Background: an optimization exercise with open tools, aiming at small area, a short achievable clock period and few clock cycles per item. Do not read the settings as production practice. At most, simulation tests tie the RTL to the original design; equivalence was not proved. Power figures rest on the tool's default switching activity, not on a simulated workload.

== the baseline ==
## unidad_math
module unidad_math (
    input  logic        clk,
    input  logic        rst_n,
    input  logic        start,
    input  logic [1:0]  op,        
    input  logic [15:0] a,
    input  logic [15:0] b,
    output logic [31:0] result,
    output logic        done
);
    logic [31:0] R;       
    logic [15:0] A;       
    logic [1:0]  op_r;
    logic [2:0]  cnt;
    logic        busy;
    logic        sub, sq;
    logic [18:0] X, P, Q2, Q3, S1, S2, S3, cs_s, cs_c;
    logic [11:0] q_p, q_q2, q_q3;
    assign sub  = op_r[0] ^ op_r[1];
    assign sq   = op_r[1];
    assign q_p  = {1'b0, R[7:0], 3'b001};
    assign q_q2 = {R[7:0], 4'b0100};
    assign q_q3 = {R[7:0], 4'b1000};
    always_comb begin
        case (op_r)
            2'd1:    X = {1'b0, R[31:14]};
            2'd2:    X = {8'd0, R[22:16], A[15:12]};
            default: X = {3'b000, R[31:16]};
        endcase
    end
    assign P   = (sq ? {7'd0, q_p}  : {3'b000, A})       ^ {19{sub}};
    assign Q2  = (sq ? {7'd0, q_q2} : {2'b00, A, 1'b0})  ^ {19{sub}};
    assign Q3  = (sq ? {7'd0, q_q3} : {2'b00, A, 1'b0})  ^ {19{sub}};
    assign S1  = X + P  + {18'd0, sub};
    assign S2  = X + Q2 + {18'd0, sub};
    assign cs_s = X ^ P ^ Q3;
    assign cs_c = {((X[17:0] & P[17:0]) | (X[17:0] & Q3[17:0]) | (P[17:0] & Q3[17:0])), sub};
    assign S3  = cs_s + cs_c + {18'd0, sub};
    logic [17:0] m_hi;
    always_comb
        case (R[1:0])
            2'd0: m_hi = X[17:0];
            2'd1: m_hi = S1[17:0];
            2'd2: m_hi = S2[17:0];
            default: m_hi = S3[17:0];
        endcase
    logic [1:0]  d_q;
    logic [15:0] d_r;
    always_comb begin
        if (!S3[18])      begin d_q = 2'd3; d_r = S3[15:0]; end
        else if (!S2[18]) begin d_q = 2'd2; d_r = S2[15:0]; end
        else if (!S1[18]) begin d_q = 2'd1; d_r = S1[15:0]; end
        else              begin d_q = 2'd0; d_r = X[15:0];  end
    end
    function automatic logic [19:0] dabble(input logic [19:0] d, input logic bit_in);
        logic [19:0] t;
        t = d;
        for (int k = 0; k < 5; k++)
  ...
Settings: LEC_CHECK=0, CAP_MARGIN=20, CORE_MARGIN=2, CORE_UTILIZATION=45, PLACE_DENSITY=0.6, SLEW_MARGIN=20; clock period 8.0 ns.
run.sh (not shown) runs the stock make flow with config.mk's settings and CLKGATE_MAP_FILE= SYNTH_SCRIPT=/design/flow/synth_recipe.tcl, a recipe that flattens the netlist after the stock synthesis.
In summary, the baseline completed successfully, with a layout that passed the timing, design-rule and antenna checks.
Input-level comparison between the candidate and the baseline:
Settings: SETUP_SLACK_MARGIN: unset -> 4.
Findings:
Wire length of the first global-routing pass (the candidate vs. the baseline) increases by more than 10%
The candidate vs the baseline, final area went up by about 36%.
Sum of met2 wire segment lengths after detailed routing: the candidate and the baseline compared, higher one is the candidate
Relative to the baseline, fraction of power consumed by the clock network has decreased by 2.1 points in the candidate.
Of the candidate and the baseline, it is the candidate that has the higher global routing usage on met2.
Looking at clock buffer instance count of the final layout across the candidate and the baseline, the one that comes out lower is the candidate.
Post-route DRC violation count came out exactly the same in the candidate and the baseline.
Cell area reported after detailed placement ends up lower on the baseline.
The baseline ended up with met1 as its busiest metal layer after global routing; the candidate ended up with met2.
No functional check of the RTL was part of any run of this note.

========
Another version of the RTL of unidad_math (not shown whole).
Size in the first run: roughly 1200 cells after synthesis, about 57 flip-flops, roughly 8700 µm² of cells after synthesis.
==> flow/config.mk <==
export PLATFORM = sky130hd
export DESIGN_NAME = unidad_math
export DESIGN_NICKNAME = unidad_math
export VERILOG_FILES = /design/flow/design.v
export SDC_FILE = /design/flow/constraint.sdc
export NUM_CORES = 4
export LEC_CHECK = 0
export CAP_MARGIN = 20
export CORE_MARGIN = 2
export CORE_UTILIZATION = 45
export PLACE_DENSITY = 0.6
export SETUP_SLACK_MARGIN = 3
export SLEW_MARGIN = 20
==> flow/constraint.sdc <==
create_clock -name core_clock -period 8.0 [get_ports {clk}]
set_input_delay 1.6000 -clock core_clock [delete_from_list [all_inputs] [get_ports {clk}]]
set_output_delay 1.6000 -clock core_clock [all_outputs]
set_load 0.01 [all_outputs]
Testbench counts at the start, summed over its fixed seeds: cycles 134,524, items 16,000.
Change:
==> flow/flow/run.sh (new file) <==
#!/bin/bash
# The standard layout, with the port buffers as plain buf_4 cells instead of
# the delay-cell buffers buffer_ports picks by default.
set -euo pipefail
export BUFFER_PORTS_ARGS="-buffer_cell sky130_fd_sc_hd__buf_4"
bash standard.sh > standard.log 2>&1
==> flow/standard.sh (new file) <==
#!/bin/bash
# synth_recipe.tcl (not shown) runs the flow's synth.tcl, then flattens the netlist and writes it again
# the make line also repeats each setting of config.mk as NAME=value (left out here)
make -C /OpenROAD-flow-scripts/flow DESIGN_CONFIG=/design/flow/config.mk WORK_HOME=/design/flow/orfs CLKGATE_MAP_FILE= SYNTH_SCRIPT=/design/flow/synth_recipe.tcl "${@:-finish}"
Settings changed: SETUP_SLACK_MARGIN 3 to 3.5.
removed: flow/run.sh
The changed run finished with timing, DRC and antenna clean.
Total power shrinks by 0.83%.
Critical path depth goes down by 1.
Synthesized cell count does not change.
Register-to-register slack gains 360 ps.
Global-route usage shrinks by 0.65 points.
Sequential share of layout area came out higher by 0.24 points.

========
Setup of oak:
Another version of the RTL of unidad_math (not shown whole).
Size: roughly 7600 sq um of cells after synthesis.
Settings: LEC_CHECK=0, CAP_MARGIN=20, CORE_MARGIN=2, CORE_UTILIZATION=45, PLACE_DENSITY=0.6, SETUP_SLACK_MARGIN=5, SLEW_MARGIN=20; clock period 8.0 ns.
Stock flow here: none of the scripts above is used.
Modified inputs, pine compared to oak
Settings: SETUP_SLACK_MARGIN: 5 -> unset.
==> notes.md <==
Higher clock period minus final worst setup slack among pine and oak: pine
Number of buffers and inverters on the critical path in pine vs oak: up 2
Taking oak as the reference, in pine power consumption now sits lower; wire length now sits lower; wire length of the first global-routing pass now sits lower; share of power burned in combinational logic now sits lower.
No run of this note included a check of the RTL's function; only the layout flow was run.

========
unidad_math with an RTL version that a note above also has.
For scale: ~1200 cells after synthesis, roughly 57 flip-flops, roughly 70 I/O pins, roughly 8700 um^2 of cells after synthesis.
// unidad_math
module unidad_math (
    input  logic        clk,
    input  logic        rst_n,
    input  logic        start,
    input  logic [1:0]  op,        
    input  logic [15:0] a,
    input  logic [15:0] b,
    output logic [31:0] result,
    output logic        done
);
Settings: LEC_CHECK=0, CAP_MARGIN=20, CORE_MARGIN=2, CORE_UTILIZATION=45, PLACE_DENSITY=0.6, SETUP_SLACK_MARGIN=5, SLEW_MARGIN=20; clock period 8.0 ns.
The baseline passed the timing, design-rule and antenna checks.
Testbench counts at the start, summed over its fixed seeds: cycles 134,524, items 16,000.
Next try:
==> flow/flow/run.sh (new file) <==
#!/bin/bash
# The standard layout, with the port buffers as plain buf_4 cells instead of
# the delay-cell buffers buffer_ports picks by default.
set -euo pipefail
export BUFFER_PORTS_ARGS="-buffer_cell sky130_fd_sc_hd__buf_4"
bash standard.sh > standard.log 2>&1
==> flow/standard.sh (new file) <==
#!/bin/bash
# synth_recipe.tcl (not shown) runs the flow's synth.tcl, then flattens the netlist and writes it again
# the make line also repeats each setting of config.mk as NAME=value (left out here)
make -C /OpenROAD-flow-scripts/flow DESIGN_CONFIG=/design/flow/config.mk WORK_HOME=/design/flow/orfs CLKGATE_MAP_FILE= SYNTH_SCRIPT=/design/flow/synth_recipe.tcl "${@:-finish}"
Settings changed: CORE_UTILIZATION 45 to 65, PLACE_DENSITY 0.6 to 0.75, SETUP_SLACK_MARGIN 5 to 4.
removed: flow/run.sh
The changed run finished with timing, DRC and antenna clean.
Wire length fell by roughly a tenth.
Final area shrinks by roughly a tenth.
Flip-flop and latch count is unchanged.
Via count shrinks slightly.
Total power decreases by roughly a tenth.
Area after synthesis does not change.
Cell count went down by roughly a tenth.
Hold slack barely changes.
Count of clock-buffer cells in the layout is lower by 1.
Maximum frequency is lower slightly.
Synthesized cell count is unchanged.
Next try:
Settings changed: ABC_AREA set to 1, CORE_UTILIZATION 65 to 45, PLACE_DENSITY 0.75 to 0.6, SETUP_SLACK_MARGIN 4 to 5.
The changed run passed the timing, design-rule and antenna checks.
Combinational power climbs by 26%.
Design area climbs by 4.3%.
Final cell count climbs by 11%.
Global-route usage drops by 4.5 points.
Synthesized cell count climbs by 1.7%.
Worst setup slack gets better by 0.23 ns.
Sequential cell count stays the same.
Maximum frequency climbs by 6.0%.
Count of clock-buffer cells in the layout stays the same.
Next try:
==> flow/run.sh (new file) <==
#!/bin/bash
# synth_recipe.tcl (not shown) runs the flow's synth.tcl, then flattens the netlist and writes it again
# the make line also repeats each setting of config.mk as NAME=value (left out here)
make -C /OpenROAD-flow-scripts/flow DESIGN_CONFIG=/design/flow/config.mk WORK_HOME=/design/flow/orfs CLKGATE_MAP_FILE= SYNTH_SCRIPT=/design/flow/synth_recipe.tcl finish
Settings changed: ABC_AREA 1 to not set, SETUP_SLACK_MARGIN 5 to 4.
removed: flow/flow/run.sh
removed: flow/standard.sh
Routed wire length goes down by 3.7%. Sequential share of layout area went down by 0.52 points. First-iteration DRC count went down by 24%. Setup slack degrades by 0.26 ns. Final cell count decreases by 2.2%. Hold slack is about the same. Clock skew went down by 0.011 ns. Fmax came out lower by 6.5%. Core utilization went down by 2.7 points. Via count goes up by 2.7%.
Next try:
==> flow/flow/run.sh (new file) <==
#!/bin/bash
# The standard layout, with the port buffers as plain buf_4 cells instead of
# the delay-cell buffers buffer_ports picks by default.
set -euo pipefail
export BUFFER_PORTS_ARGS="-buffer_cell sky130_fd_sc_hd__buf_4"
bash standard.sh > standard.log 2>&1
==> flow/standard.sh (new file) <==
#!/bin/bash
# synth_recipe.tcl (not shown) runs the flow's synth.tcl, then flattens the netlist and writes it again
# the make line also repeats each setting of config.mk as NAME=value (left out here)
make -C /OpenROAD-flow-scripts/flow DESIGN_CONFIG=/design/flow/config.mk WORK_HOME=/design/flow/orfs CLKGATE_MAP_FILE= SYNTH_SCRIPT=/design/flow/synth_recipe.tcl "${@:-finish}"
Settings changed: ABC_AREA set to 1, CORE_UTILIZATION 45 to 70, PLACE_DENSITY 0.6 to 0.8.
removed: flow/run.sh
- The new run completed with no timing, DRC or antenna violations
- clock power shrinks by 27%
- wire length goes down by 4.7%
- total power came out lower by 6.7%
- global-route usage increases by 18 points
- critical path depth grows by 7
- combinational power fell by about 4%
- worst setup slack gets better by 0.041 ns
Next try:
Settings changed: CORE_UTILIZATION 70 to 60, PLACE_DENSITY 0.8 to 0.72.
After rerunning:
- The changed run passed the timing, design-rule and antenna checks
- combinational power is about the same
- power grows by a few percent
- clock power grows by well over a third
- design area grows by a few percent
- sequential cell count stays the same
- count of clock-buffer cells in the layout grows by 2
- via count shrinks by a few percent
- die area grows by about a fifth
- first-iteration DRC count shrinks by a few percent
- synthesized area stays the same

========
The RTL this note starts from:
==> flow/design.v <==
module unidad_math (
    input  logic        clk,
    input  logic        rst_n,
    input  logic        start,
    input  logic [1:0]  op,        
    input  logic [15:0] a,
    input  logic [15:0] b,
    output logic [31:0] result,
    output logic        done
);
    logic [31:0] R;       
    logic [15:0] A;       
    logic        f_mul, f_div, f_sq, f_bcd;    
    logic        f_sub;                        
    logic [1:0]  op_r;                         
    logic [2:0]  cnt;
    logic        busy;
    logic [18:0] X, P, Q2, Q3, S1, S2, S3, cs_s, cs_c;
    logic        sub;
    assign sub = f_sub;
    always_comb begin
        X = {3'b000, R[31:16]};
        if (f_div) X = {1'b0, R[31:14]};
        if (f_sq)  X = {8'd0, R[22:16], A[15:12]};
    end
    always_comb begin
        if (f_sq) begin
            P  = ~{8'd0, R[7:0], 3'b001};
            Q2 = ~{7'd0, R[7:0], 4'b0100};
            Q3 = ~{7'd0, R[7:0], 4'b1000};
        end else if (f_div) begin
            P  = {3'b111, A};
            Q2 = {2'b11, A, 1'b1};
            Q3 = {2'b11, A, 1'b1};
        end else begin
            P  = {3'b000, A & {16{R[0]}}};
            Q2 = {2'b00, A & {16{R[1]}}, 1'b0};
            Q3 = {2'b00, A & {16{R[1]}}, 1'b0};
        end
    end
    assign S1   = X + P  + {18'd0, sub};
    assign S2   = X + Q2 + {18'd0, sub};
    assign cs_s = X ^ P ^ Q3;
    assign cs_c = {((X[17:0] & P[17:0]) | (X[17:0] & Q3[17:0]) | (P[17:0] & Q3[17:0])), sub};
    assign S3   = cs_s + cs_c + {18'd0, sub};
    logic [1:0]  d_q;
    logic [15:0] d_r;
    always_comb begin
        if (!S3[18])      begin d_q = 2'd3; d_r = S3[15:0]; end
        else if (!S2[18]) begin d_q = 2'd2; d_r = S2[15:0]; end
        else if (!S1[18]) begin d_q = 2'd1; d_r = S1[15:0]; end
        else              begin d_q = 2'd0; d_r = X[15:0];  end
    end
    function automatic logic [3:0] add3(input logic [3:0] d);
        logic ge5;
        ge5 = d[3] | (d[2] & (d[1] | d[0]));
        add3 = {ge5,
                (d[2] & ~d[1] & ~d[0]) | (d[3] & d[0]),
                (~d[2] & d[1]) | (d[1] & d[0]) | (d[3] & ~d[0]),
                d[0] ^ ge5};
    endfunction
    function automatic logic [19:0] dabble(input logic [19:0] d, input logic bit_in);
        dabble = {d[18:16], add3(d[15:12]), add3(d[11:8]), add3(d[7:4]), add3(d[3:0]), bit_in};
    endfunction
    logic [19:0] b_d;
    always_comb begin
        b_d = R[19:0];
        for (int i = 0; i < 4; i++) b_d = dabble(b_d, A[15 - i]);
    end
    logic [1:0] l_dq, l_dr;
    always_comb begin
        l_dq = 2'd0; l_dr = a[15:14];
        if (b[15:2] == 14'd0)
            case (b[1:0])
                2'd0: begin l_dq = 2'd3;              l_dr = a[15:14]; end
                2'd1: begin l_dq = a[15:14];          l_dr = 2'd0; end
                2'd2: begin l_dq = {1'b0, a[15]};     l_dr = {1'b0, a[14]}; end
                default: begin l_dq = {1'b0, &a[15:14]}; l_dr = &a[15:14] ? 2'd0 : a[15:14]; end
            endcase
    end
    logic [1:0] l_sq;
    logic [2:0] l_sr;
    always_comb begin
        if (a[15:12] >= 4'd9)      begin l_sq = 2'd3; l_sr = 3'(a[15:12] - 4'd9); end
        else if (a[15:12] >= 4'd4) begin l_sq = 2'd2; l_sr = 3'(a[15:12] - 4'd4); end
        else if (a[15:12] >= 4'd1) begin l_sq = 2'd1; l_sr = 3'(a[15:12] - 4'd1); end
        else                       begin l_sq = 2'd0; l_sr = 3'd0; end
    end
    logic [3:0] l_b;
    assign l_b = add3({1'b0, a[15:13]});
    always_ff @(posedge clk) begin
        if (!rst_n) begin
            busy <= 1'b0;
            done <= 1'b0;
        end else begin
            done <= busy && !start && cnt == 3'd0;
            if (start)              busy <= 1'b1;
            else if (cnt == 3'd0)   busy <= 1'b0;
        end
    end
    always_ff @(posedge clk) begin
        cnt <= cnt - 3'd1;
        if (start) begin
            f_mul <= op == 2'd0;
            f_div <= op == 2'd1;
            f_sq  <= op == 2'd2;
            f_bcd <= op == 2'd3;
            f_sub <= op == 2'd1 || op == 2'd2;
            op_r  <= op;
            case (op)
                2'd0: begin R <= {16'd0, b};                    A <= a;               cnt <= 3'd7; end
                2'd1: begin R <= {14'd0, l_dr, a[13:0], l_dq};  A <= ~b;              cnt <= 3'd6; end
                2'd2: begin R <= {13'd0, l_sr, 14'd0, l_sq};    A <= {a[11:0], 4'd0}; cnt <= 3'd2; end
                default: begin R <= {27'd0, l_b, a[12]};        A <= {a[11:0], 4'd0}; cnt <= 3'd2; end
            endcase
        end else begin
            case (op_r)
                2'd0: R <= {S3[17:0], R[15:2]};
                2'd1: R <= {d_r, R[13:0], d_q};
                2'd2: R <= {9'd0, (cnt == 3'd0) ? 7'd0 : d_r[6:0], 8'd0, R[5:0], d_q};
                default: R <= {12'd0, b_d};
            endcase
            if (op_r[1]) A <= {A[11:0], 4'd0};
        end
    end
    assign result = R;
endmodule
Settings: LEC_CHECK=0, ABC_AREA=1, CAP_MARGIN=20, CORE_MARGIN=2, CORE_UTILIZATION=45, PLACE_DENSITY=0.6, SETUP_SLACK_MARGIN=4, SLEW_MARGIN=20; clock period 8.0 ns.
standard.sh (not shown) runs the stock make flow with config.mk's settings and CLKGATE_MAP_FILE= SYNTH_SCRIPT=/design/flow/synth_recipe.tcl, a recipe that flattens the netlist after the stock synthesis.
==> flow/flow/run.sh <==
#!/bin/bash
# The standard layout, with the port buffers as plain buf_1 cells instead of
# the delay-cell buffers buffer_ports picks by default.
set -euo pipefail
export BUFFER_PORTS_ARGS="-buffer_cell sky130_fd_sc_hd__buf_1"
bash standard.sh > standard.log 2>&1
Testbench counts at the start, summed over its fixed seeds: cycles 134,524, items 16,000.
Then changed:
==> flow/flow/run.sh (replaced) <==
#!/bin/bash
# The standard layout, with the port buffers as plain buf_4 cells instead of
# the delay-cell buffers buffer_ports picks by default.
set -euo pipefail
export BUFFER_PORTS_ARGS="-buffer_cell sky130_fd_sc_hd__buf_4"
bash standard.sh > standard.log 2>&1
=>
- The new run completed with no timing, DRC or antenna violations
- area after synthesis is unchanged
- non-clock buffer count falls by 24
- final area falls by 1.6%
- via count falls by about 3%
- combinational power falls by about 5%
- global-route usage hardly moves
- die area stays the same

## static timing again, ports no longer ideal
No port has a modelled driver above. Below, the same layouts with a new extraction and two added sets of constraints.
Step 1 sets driving cells, clkbuf_16 on the clock port and buf_2 on the other inputs (assumed; they add their load-dependent delay and slew).
Step 2, shift: input delay + t, output delay - t, t = (earliest + latest rising clock arrival at the registers) / 2. This alone moves slack from input paths to output paths.
Slacks: no drivers / after step 1 / after step 2; pairs: no drivers / after step 1.
run | t (ns) | slack for setup (ns) | worst setup path at the end | clock arrival spread, ns
the baseline | 0.350 | 1.300 / 1.300 / 1.300 | register to register | 0.014 / 0.014
the candidate | 0.362 | 3.088 / 3.088 / 3.088 | register to register | 0.008 / 0.008
the first run of note 2 | 0.382 | 3.304 / 3.304 / 3.304 | register to register | 0.009 / 0.009
the second run of note 2 | 0.373 | 3.667 / 3.667 / 3.667 | register to register | 0.011 / 0.011
oak | 0.342 | 4.253 / 4.253 / 4.253 | register to register | 0.008 / 0.008
pine | 0.349 | 3.567 / 3.567 / 3.567 | register to register | 0.007 / 0.007
the first run of note 4 | 0.371 | 3.996 / 3.996 / 3.996 | register to register | 0.011 / 0.011
the second run of note 4 | 0.382 | 3.983 / 3.983 / 3.983 | register to register | 0.007 / 0.007
the third run of note 4 | 0.386 | 4.210 / 4.210 / 4.210 | register to register | 0.017 / 0.016
the fourth run of note 4 | 0.384 | 3.948 / 3.948 / 3.948 | register to register | 0.006 / 0.005
the fifth run of note 4 | 0.389 | 3.989 / 3.989 / 3.989 | register to register | 0.014 / 0.014
the sixth run of note 4 | 0.378 | 3.982 / 3.982 / 3.982 | register to register | 0.006 / 0.006
the first run of note 5 | 0.383 | 4.049 / 4.049 / 4.049 | register to register | 0.012 / 0.012
the second run of note 5 | 0.387 | 4.134 / 4.134 / 4.134 | register to register | 0.006 / 0.006
After both steps every run listed still meets setup and hold.
